Context: an optimization exercise on an open-source flow, tuned for small area. The choices shown serve that exercise and are no tape-out recipe. Function was checked by simulation only, so behaviour that the tests miss may differ from the original. No activity file was given, so power comes from the tool's default toggle rates.

===== constraint.sdc =====
create_clock -name core_clock -period 10.0 [get_ports {clk}]
set_input_delay 2.0000 -clock core_clock [delete_from_list [all_inputs] [get_ports {clk}]]
set_output_delay 2.0000 -clock core_clock [all_outputs]
set_load 0.01 [all_outputs]

===== config.mk =====
export PLATFORM = sky130hd
export DESIGN_NAME = polynom_solver_top
export DESIGN_NICKNAME = polynom_solver_top
export VERILOG_FILES = /design/flow/design.v
export SDC_FILE = /design/flow/constraint.sdc
export NUM_CORES = 4
export LEC_CHECK = 0
export CAP_MARGIN = 20
export CORE_MARGIN = 2
export CORE_UTILIZATION = 40
export PLACE_DENSITY = 0.6
export SLEW_MARGIN = 20

===== design.v =====
module db_fsm
(
	input clk,
	input reset_n,
	input sw,
	output reg db
);
localparam [2:0]
				zero = 3'b000,
				wait_1_1 = 3'b001,
				wait_1_2 = 3'b010,
				wait_1_3 = 3'b011,
				one = 3'b100,
				wait_0_1 =3'b101,
				wait_0_2 = 3'b110,
				wait_0_3=3'b111;
localparam N=12;
reg [N-1:0] q_reg;
wire [N-1:0] q_next;
wire m_tick;
reg [2:0] current_state,next_state;
reg [1:0] sync_sw;
always @(posedge clk or negedge reset_n)
begin
	if(!reset_n)
		sync_sw <= 2'b00;
	else
		sync_sw <= {sync_sw[0],sw};
end
always @(posedge clk or negedge reset_n)
begin
	if(!reset_n)
		q_reg <= 0;
	else
		q_reg<=q_next;
end
assign q_next = q_reg + 1;
assign m_tick = (q_reg==0);
always @(posedge clk or negedge reset_n)
begin
	if(!reset_n)
		current_state <= zero;
	else
		current_state <= next_state;
end
always @*
begin
	next_state = current_state;
	db=1'b0;
	case(current_state)
		zero:
			if(sync_sw[1])
				next_state = wait_1_1;
		wait_1_1:
			if(~sync_sw[1])
				next_state = zero;
			else if(m_tick)
				next_state = wait_1_2;
		wait_1_2:
			if(~sync_sw[1])
				next_state = zero;
			else if(m_tick)	
				next_state = wait_1_3;
		wait_1_3:
			if(~sync_sw[1])
				next_state = zero;
			else if(m_tick)
				next_state = one;
		one:
		begin
			db=1;
			if(~sync_sw[1])
				next_state = wait_0_1;
		end
		wait_0_1:
		begin
			db=1'b1;
			if(sync_sw[1])
				next_state = one;
			else if(m_tick)
				next_state = wait_0_2;
		end
		wait_0_2:
		begin
			db=1'b1;
			if(sync_sw[1])
				next_state = one;
			else if(m_tick)
				next_state = wait_0_3;
		end
		wait_0_3:
		begin
			db=1'b1;
			if(sync_sw[1])
				next_state = one;
			else if(m_tick)
				next_state = zero;
		end
		default: next_state = zero;
	endcase
end
endmodule
module polynom_solver
  (
    input wire        clk, reset_n,
    input wire        start,
    output reg        done_tick,
    input wire[1:0]   in,
    output wire[19:0] out
  );
  localparam[1:0]
    idle = 2'b00,
    calc = 2'b01,
    done = 2'b10;
  localparam H0 = 1, F1 = 5, G2 = 10, G_INC = 6;
  reg[1:0]  state_reg, state_next;
  reg[5:0]  n_reg, n_next;
  reg[5:0]  i_reg, i_next;
  reg[19:0] h_reg, h_next;
  reg[19:0] f_reg, f_next;
  reg[19:0] g_reg, g_next;
  always @(posedge clk, negedge reset_n)
    if (!reset_n)
      begin
        state_reg <= idle;
        n_reg     <= 0;
        i_reg     <= 0;
        h_reg     <= 0;
        f_reg     <= 0;
        g_reg     <= 0;
      end
    else
      begin
        state_reg <= state_next;
        n_reg     <= n_next;
        i_reg     <= i_next;
        h_reg     <= h_next;
        f_reg     <= f_next;
        g_reg     <= g_next;
      end
  always @*
  begin
    state_next = state_reg;
    n_next     = n_reg;
    i_next     = i_reg;
    h_next     = h_reg;
    f_next     = f_reg;
    g_next     = g_reg;
    done_tick  = 1'b0;
    case (state_reg)
      idle:
        if (start)
          begin
            state_next = calc;
            n_next     = in;
            i_next     = 0;
            h_next     = H0;
            f_next     = F1;
            g_next     = G2;
          end
      calc:
        if (n_reg == i_reg)
          state_next = done;
        else
          begin
            i_next = i_reg + 1;
            h_next = h_reg + f_reg;
            f_next = f_reg + g_reg;
            g_next = g_reg + G_INC;
          end
      done:
        begin
          state_next = idle;
          done_tick  = 1'b1;
        end
      default:
        state_next = idle;
    endcase
  end
assign out = h_reg;
endmodule
module bin2bcd
    (
     input  wire       clk, reset_n,
     input  wire       start,
     input  wire[13:0] bin,
     output reg        ready, done_tick,
     output wire[3:0]  bcd3, bcd2, bcd1, bcd0
    );
    localparam[1:0]
        idle = 2'b00,
        op   = 2'b01,
        done = 2'b10;
    reg[1:0]  state_reg, state_next;
    reg[13:0] p2s_reg, p2s_next;
    reg[3:0]  n_reg, n_next;
    reg[3:0]  bcd3_reg, bcd2_reg, bcd1_reg, bcd0_reg;
    reg[3:0]  bcd3_next, bcd2_next, bcd1_next, bcd0_next;
    wire[3:0] bcd3_tmp, bcd2_tmp, bcd1_tmp, bcd0_tmp;
    always @(posedge clk, negedge reset_n)
        if (!reset_n)
            begin
                state_reg <= idle;
                p2s_reg   <= 0;
                n_reg     <= 0;
                bcd3_reg  <= 0;
                bcd2_reg  <= 0;
                bcd1_reg  <= 0;
                bcd0_reg  <= 0;
            end
        else
            begin
                state_reg <= state_next;
                p2s_reg   <= p2s_next;
                n_reg     <= n_next;
                bcd3_reg  <= bcd3_next;
                bcd2_reg  <= bcd2_next;
                bcd1_reg  <= bcd1_next;
                bcd0_reg  <= bcd0_next;
            end
    always @*
    begin
        state_next = state_reg;
        ready      = 1'b0;
        done_tick  = 1'b0;
        p2s_next   = p2s_reg;
        bcd0_next  = bcd0_reg;
        bcd1_next  = bcd1_reg;
        bcd2_next  = bcd2_reg;
        bcd3_next  = bcd3_reg;
        n_next     = n_reg;
        case (state_reg)
            idle:
                begin
                    ready = 1'b1;
                    if (start)
                        begin
                            state_next = op;
                            bcd3_next  = 0;
                            bcd2_next  = 0;
                            bcd1_next  = 0;
                            bcd0_next  = 0;
                            n_next     = 4'b1110;  
                            p2s_next   = bin;      
                        end
                end
            op:
                begin
                    p2s_next = p2s_reg << 1;
                    bcd0_next = {bcd0_tmp[2:0], p2s_reg[13]};
                    bcd1_next = {bcd1_tmp[2:0], bcd0_tmp[3]};
                    bcd2_next = {bcd2_tmp[2:0], bcd1_tmp[3]};
                    bcd3_next = {bcd3_tmp[2:0], bcd2_tmp[3]};
                    n_next = n_reg - 1;
                    if (n_next == 0)
                        state_next = done;
                end
            done:
                begin
                    done_tick  = 1'b1;
                    state_next = idle;
                end
            default: 
                state_next = idle;
        endcase
    end
    assign bcd0_tmp = (bcd0_reg > 4) ? bcd0_reg + 3 : bcd0_reg;
    assign bcd1_tmp = (bcd1_reg > 4) ? bcd1_reg + 3 : bcd1_reg;
    assign bcd2_tmp = (bcd2_reg > 4) ? bcd2_reg + 3 : bcd2_reg;
    assign bcd3_tmp = (bcd3_reg > 4) ? bcd3_reg + 3 : bcd3_reg;
    assign bcd0 = bcd0_reg;
    assign bcd1 = bcd1_reg;
    assign bcd2 = bcd2_reg;
    assign bcd3 = bcd3_reg;
endmodule
module disp_hex_mux
    (
    input  wire      clk, reset_n,
    input  wire      active, mesg,
    input  wire[3:0] hex3, hex2, hex1, hex0,
    input  wire[3:0] dp_in,
    output reg[3:0]  an,
    output reg[7:0]  sseg
    );
    localparam N = 11;
    reg[N-1:0]  q_reg;
    wire[N-1:0] q_next;
    reg[3:0]    hex_in;
    reg         dp;
    always @(posedge clk, negedge  reset_n)
        if (!reset_n)
            q_reg <= 0;
        else
            q_reg <= q_next;
    assign q_next = q_reg + 1;
    always @*
        case (q_reg[N-1:N-2])
            2'b00:
                begin
                    an     = 4'b1110;
                    hex_in = hex0;
                    dp     = dp_in[0];
                end
            2'b01:
                begin
                    an   = 4'b1101;
                    hex_in = hex1;
                    dp     = dp_in[1];
                end
            2'b10:
                begin
                    an   = 4'b1011;
                    hex_in = hex2;
                    dp     = dp_in[2];
                end
            default:
                begin
                    an   = 4'b0111;
                    hex_in = hex3;
                    dp     = dp_in[3];
                end
        endcase
    always @*
    begin
        if (active)
            if (mesg)
                case (an)
                    4'b1110: sseg[7:0] = 8'b11111111;  
                    4'b1101: sseg[7:0] = 8'b11001111;  
                    4'b1011: sseg[7:0] = 8'b11001000;  
                    4'b0111: sseg[7:0] = 8'b11111111;  
                    default: sseg[7:0] = 8'b11111111;  
                endcase
            else
                begin
                    case (hex_in)
                        4'h0: sseg[6:0] = 7'b0000001;
                        4'h1: sseg[6:0] = 7'b1001111;
                        4'h2: sseg[6:0] = 7'b0010010;
                        4'h3: sseg[6:0] = 7'b0000110;
                        4'h4: sseg[6:0] = 7'b1001100;
                        4'h5: sseg[6:0] = 7'b0100100;
                        4'h6: sseg[6:0] = 7'b0100000;
                        4'h7: sseg[6:0] = 7'b0001111;
                        4'h8: sseg[6:0] = 7'b0000000;
                        4'h9: sseg[6:0] = 7'b0000100;
                        4'ha: sseg[6:0] = 7'b0001000;
                        4'hb: sseg[6:0] = 7'b1100000;
                        4'hc: sseg[6:0] = 7'b0110001;
                        4'hd: sseg[6:0] = 7'b1000010;
                        4'he: sseg[6:0] = 7'b0110000;
                        default: sseg[6:0] = 7'b0111000;   
                    endcase
                    sseg[7] = dp;
                end
        else
            sseg[7:0] = 8'b11111111;
    end
endmodule
module polynom_solver_top
(
	input clk,
	input reset_n,
	input start,
	input [1:0] sw,
	output [3:0] sel,
	output [7:0] sseg
);
wire start_db;
wire [3:0] bcd0,bcd1,bcd2,bcd3;
reg calc_start; wire calc_done; reg bcd_start; wire bcd_done;
wire [19:0] calc_out;
db_fsm db_fsm_inst
(.clk(clk), .reset_n(reset_n), .sw(!start), 
	 .db(start_db));
polynom_solver polynom_solver_inst
(.clk(clk), .reset_n(reset_n), .start(calc_start),
     .done_tick(calc_done), .in(~sw), .out(calc_out));
bin2bcd bin2bcd_unit
 (.clk(clk), .reset_n(reset_n), .start(bcd_start),
     .bin(calc_out[13:0]), .ready(), .done_tick(bcd_done),
     .bcd3(bcd3), .bcd2(bcd2), .bcd1(bcd1), .bcd0(bcd0));
disp_hex_mux disp_unit
(.clk(clk), .reset_n(reset_n), .active(1), .mesg(0), .dp_in(4'b1111),
     .hex3(bcd3), .hex2(bcd2), .hex1(bcd1), .hex0(bcd0),
     .an(sel), .sseg(sseg));
localparam [1:0] idle=2'b00,
calc=2'b01,
bin2bcd=2'b10;
reg [1:0] current_state,next_state;
always @(posedge clk or negedge reset_n)
begin
	if(!reset_n)
		current_state <= idle;
	else
		current_state <= next_state;
end
always @(*)
begin
	next_state = current_state;
	calc_start = 0;
	bcd_start = 0;
	case(current_state)
		idle:
			if(start_db)
			begin
				calc_start = 1;
				next_state = calc;
			end
		calc:
		begin
			if(calc_done)
			begin
				next_state = bin2bcd;
				bcd_start = 1;
			end
		end
		bin2bcd:
			if(bcd_done)
				next_state=idle;
	endcase
end
endmodule

===== run.sh =====
#!/bin/bash
# synth_recipe.tcl (not shown) runs the flow's synth.tcl, then flattens the netlist and writes it again
# the make line also repeats each setting of config.mk as NAME=value (left out here)
make -C /OpenROAD-flow-scripts/flow DESIGN_CONFIG=/design/flow/config.mk WORK_HOME=/design/flow/orfs CLKGATE_MAP_FILE= SYNTH_SCRIPT=/design/flow/synth_recipe.tcl finish

==> out/metrics.sh <==
PRE_CTS_SLACK_NS=5.52
WIRE_LENGTH_OF_THE_FIRST_GLOBAL_ROUTING_PASS_UM=23900
TIMING.CRITICAL_PATH.TO_TYPE='output port'
SYNTH.MOST_COMMON_CELL='dfrtp_1'
ROUTEDLENGTHMET1_UM=6570
GRT_SETUP_UNREPAIRED='false'
DETAIL_ROUTE.WL_PER_CELL_UM=14.6
FF_LATCH_AREA_MM2=0.00293
GRT_MAX_DEGREE=61
ANTENNA_FOUND_INITIAL=0
TRITONCTS_CLOCK_TREE='done'
ROUTED-VIA-COUNT=5083
CRITPATHKIND='reg2out'
DP.FINAL_HPWL_UM=9700
WORST_R2R_PATH_DEPTH=6
AREAGROWTHSYNTHTOFINISH_PCT=13.2
FMAX_GHz=0.204
SYNTH_TOP_CELLS_BY_AREA='dfrtp_1 (43%), ha_1 (8.2%), xnor2_1 (5.7%)'
LAYOUT.NETS=770
SYNTH.LIB_CELLS_USED.DISTINCT=65
VDD_IR_DROP_MAX_mV=0.113
LEAST_MARGIN_PIN_SLEW_NS=0.979
CTS-BUFFERS-INSERTED=17
SYNTH_AREA_MM2=0.00686
MET2ROUTEDLENGTH_UM=6850
OUTCOME='timing/DRC/antenna clean'
SYNTH_COMMONEST_CELLS='dfrtp_1 (117), nand2_1 (79), ha_1 (45), xnor2_1 (45), a21oi_1 (41)'
TIMING.SETUP.TNS_NS=0
EDFF_COUNT_SYNTH=0
FINAL_ANTENNA_NET_COUNT=0
CRIT-REG2REG-CAPTURE='polynom_solver_inst.f_reg[13]$_DFFE_PN0P_'
MAXSLEWVIOLCOUNT=0
SYNTH-SEQ-CELLS=117
CRIT_END='sseg[3]'
ROUTED_VIA_DENSITY=5.34
REQUIRED_NS=8.00
CLKSLEWWORSTSETUPHOLDPATHS_NS=0.05
TIMING.HOLD.WORST.CLASS='reg2reg'
FINAL.FILL_COUNT=1564
YOSYS.AREA.TOP_TYPE='dfrtp_1'
CRITICAL_PATH.REG2REG.STARTPOINT='polynom_solver_inst.i_reg[2]$_DFFE_PN0P_'
DIE_W_UM=135
PROPORTION_OF_SYNTHESIZED_CHIP_AREA_IN_SEQUENTIAL_CELLS_PCT=42.7
ANTENNA-DIODE-COUNT=0
MULTI_INPUT_COMB_AREA_MM2=0.00367
MAX_CAP_VIOLATIONS=0
FINAL_LAYOUT_SIZE_SUFFIX_GT1_SHARE_PCT=8.89
POSTCTSSETUPBUFFERS=0
GRT_USAGE_PCT=16.3
SLEW-LIMIT-HEADROOM_PCT=34.7
CLOCK_TREE.BUFFER_DEPTH=2
FINAL_MIN_PERIOD_OVER_CLOCK_PERIOD_PCT=49.0
MET3ROUTEDLENGTH_UM=335
HOLD_VIOL=0
FINAL.MIN_CLOCK_PERIOD_NS=4.90
FIRST_PASS_ITERS=4
SYNTH-ASYNC-RESET-RATIO_PCT=100
PLACEMENT_ROWS=47
SYNTHESIS.AREA_PER_INSTANCE_UM2=9.68
PORT-BUFFER-COUNT=15
SYNTH_WARNINGS=7
SETUP_SLACK_OF_THE_MOST_CRITICAL_REG_TO_REG_PATH_NS=7.48
SYN-INSTANCE-COUNT=709
FLOORPLAN.INITIALDENSITY_PCT=41.1
CRITICAL_PATH.STARTPOINT='disp_unit.q_reg[10]$_DFF_PN0_'
STATIC-LEAKAGE-POWER_nW=3.33
GP_ROUTABILITY_CONGESTION=0.882
CTS_SINKS=117
POST-ROUTE-WORST-SETUP-SLACK_NS=5.10
SYNTH.TOP_CELL.AREA_SHARE_PCT=42.7
DETAIL_ROUTE.DRC_VIOLATIONS=0
WORST-ENDPOINT-ARRIVAL_NS=2.90
SYNTH_FF_TYPE='dfrtp_1'
FIN_SKEW_NS=0.0111
CLOCKROOTBUFFER='clkbuf_16'
CTS_MAX_LEVEL=4
SYN_NETS=761
GLOBAL_ROUTE.OVERFLOW_TOTAL=0
FINALSETUPVIOLATIONS=0
CP-START-KIND='register'
DIE_H_UM=135
POST_CTS_RESIZE_COUNT=0
TOTAL_POWER_mW=1.10
POWER_DENSITY_mW_PER_MM2=141
FIRST_GLOBAL_VIAS=5055
HIGHEST_LAYER='met4'
CORE_AREA_MM2=0.0167
DRT_ITER0_DRC=218
MAX_FANOUT_ON_CRITICAL_PATH=10
CLOCK_LATENCY_NS=0.42
ROUTED_WIRELENGTH_UM=13900
IOS=17
POST_CTS_HOLD_BUFFER_COUNT=0
DESIGN.DIE.AREA_MM2=0.0182
-- cells in the final DEF (no fill, tap or decap), types with 17 or more instances in the layout --
cell type / count
a21oi_1: 41
clkbuf_16: 17
dfrtp_1: 117
ha_1: 45
inv_1: 36
mux2i_1: 17
nand2_1: 79
nand3_1: 39
nor2_1: 39
o21ai_0: 34
o21ai_1: 21
xnor2_1: 45
xor2_1: 22
-- worst min-delay path by stage --
stage                     depth (start not counted)                              from  slack, ns                                to
after floorplan                                   0  db_fsm_inst.sync_sw[0]$_DFF_PN0_       0.33  db_fsm_inst.sync_sw[1]$_DFF_PN0_
after global placement                            0  db_fsm_inst.sync_sw[0]$_DFF_PN0_       0.34  db_fsm_inst.sync_sw[1]$_DFF_PN0_
after detailed placement                          0  db_fsm_inst.sync_sw[0]$_DFF_PN0_       0.34  db_fsm_inst.sync_sw[1]$_DFF_PN0_
after CTS                                         0  db_fsm_inst.sync_sw[0]$_DFF_PN0_       0.35  db_fsm_inst.sync_sw[1]$_DFF_PN0_
after global routing                              0  db_fsm_inst.sync_sw[0]$_DFF_PN0_       0.37  db_fsm_inst.sync_sw[1]$_DFF_PN0_
final                                             0  db_fsm_inst.sync_sw[0]$_DFF_PN0_       0.35  db_fsm_inst.sync_sw[1]$_DFF_PN0_
-- stage by stage --
stage	instances	cell area [um2]	hold slack [ns]	util, %
3_3_place_gp	919	7170	0.336	42.9
4_1_cts	951	7760	0.353	46.5
3_5_place_dp	919	7170	0.340	42.9
6_report	951	7770	0.349	46.5
2_1_floorplan	709	6860	0.331	-
5_1_grt	951	7770	0.366	46.5
-- cell families (layout without fill, tap and decap cells) --
family | Yosys count | in the layout | share of synthesized area (%)
AND/OR/NAND/NOR | 228 | 228 | 16.3
multiplexers | 25 | 25 | 4.67
flip-flops | 117 | 117 | 42.7
other | 2 | 2 | 0.109
AO/OA/AOI/OAI | 159 | 159 | 14.9
adder cells (fa/ha/maj) | 47 | 47 | 8.79
XOR/XNOR | 67 | 67 | 8.55
buffers and inverters | 64 | 86 | 4.07
-- where the power goes --
group | switching, mW | total [mW] | internal (mW)
clock network | 0.219 | 0.609 | 0.390
logic | 0.0102 | 0.0124 | 0.00216
registers | 0.000207 | 0.475 | 0.474
-- critical path, stage by stage (launching register included) --
cell             delay (ns)
dfrtp_1                0.56
mux4_2                 0.62
inv_1                  0.12
ha_1                   0.23
nor2b_1                0.18
a211oi_1               0.07
a31oi_1                0.16
clkdlybuf4s50_1        0.55
-- layout make-up --
| class | count | share of cell area, % |
|---|---|---|
| Clock buffer | 19 | 5.57 |
| Clock inverter | 13 | 2.05 |
| Inverter | 36 | 1.74 |
| Multi-Input combinational cell | 528 | 47.2 |
| Sequential cell | 117 | 37.7 |
| Tap cell | 220 | 3.54 |
| Timing Repair Buffer | 18 | 2.19 |
-- routing by layer --
metal,up-vias,track usage [%]
met5,-,0
met4,0,4.92
met3,6,5.03
met2,55,27.5
met1,2494,20.1
li1,2528,-

## port drivers added, routing unchanged
The results above use ideal ports. As a check the final layout listed here was re-extracted and re-timed, cells and wires unchanged.
Step 1, drivers: a clkbuf_16 drives clk and a buf_2 each remaining input, both assumed.
Step 2 times the ports against the registers' clock, not the clock port: input delays grow and output delays shrink by t, the midpoint of the rising clock arrivals with the driver on.
Slacks: ideal ports / drivers / drivers and shift; pairs: ideal ports / drivers.
t (ns): 0.455
setup WS [ns]: 5.096 / 5.053 / 5.508
worst setup path after step 2: register to output
clock arrival spread, ns: 0.012 / 0.012
worst data-port slew with drivers (ns): 0.03
After both steps setup and hold are still met in this run. The setup slack of this run moves by -0.043 ns with the drivers and by +0.412 ns with both steps.
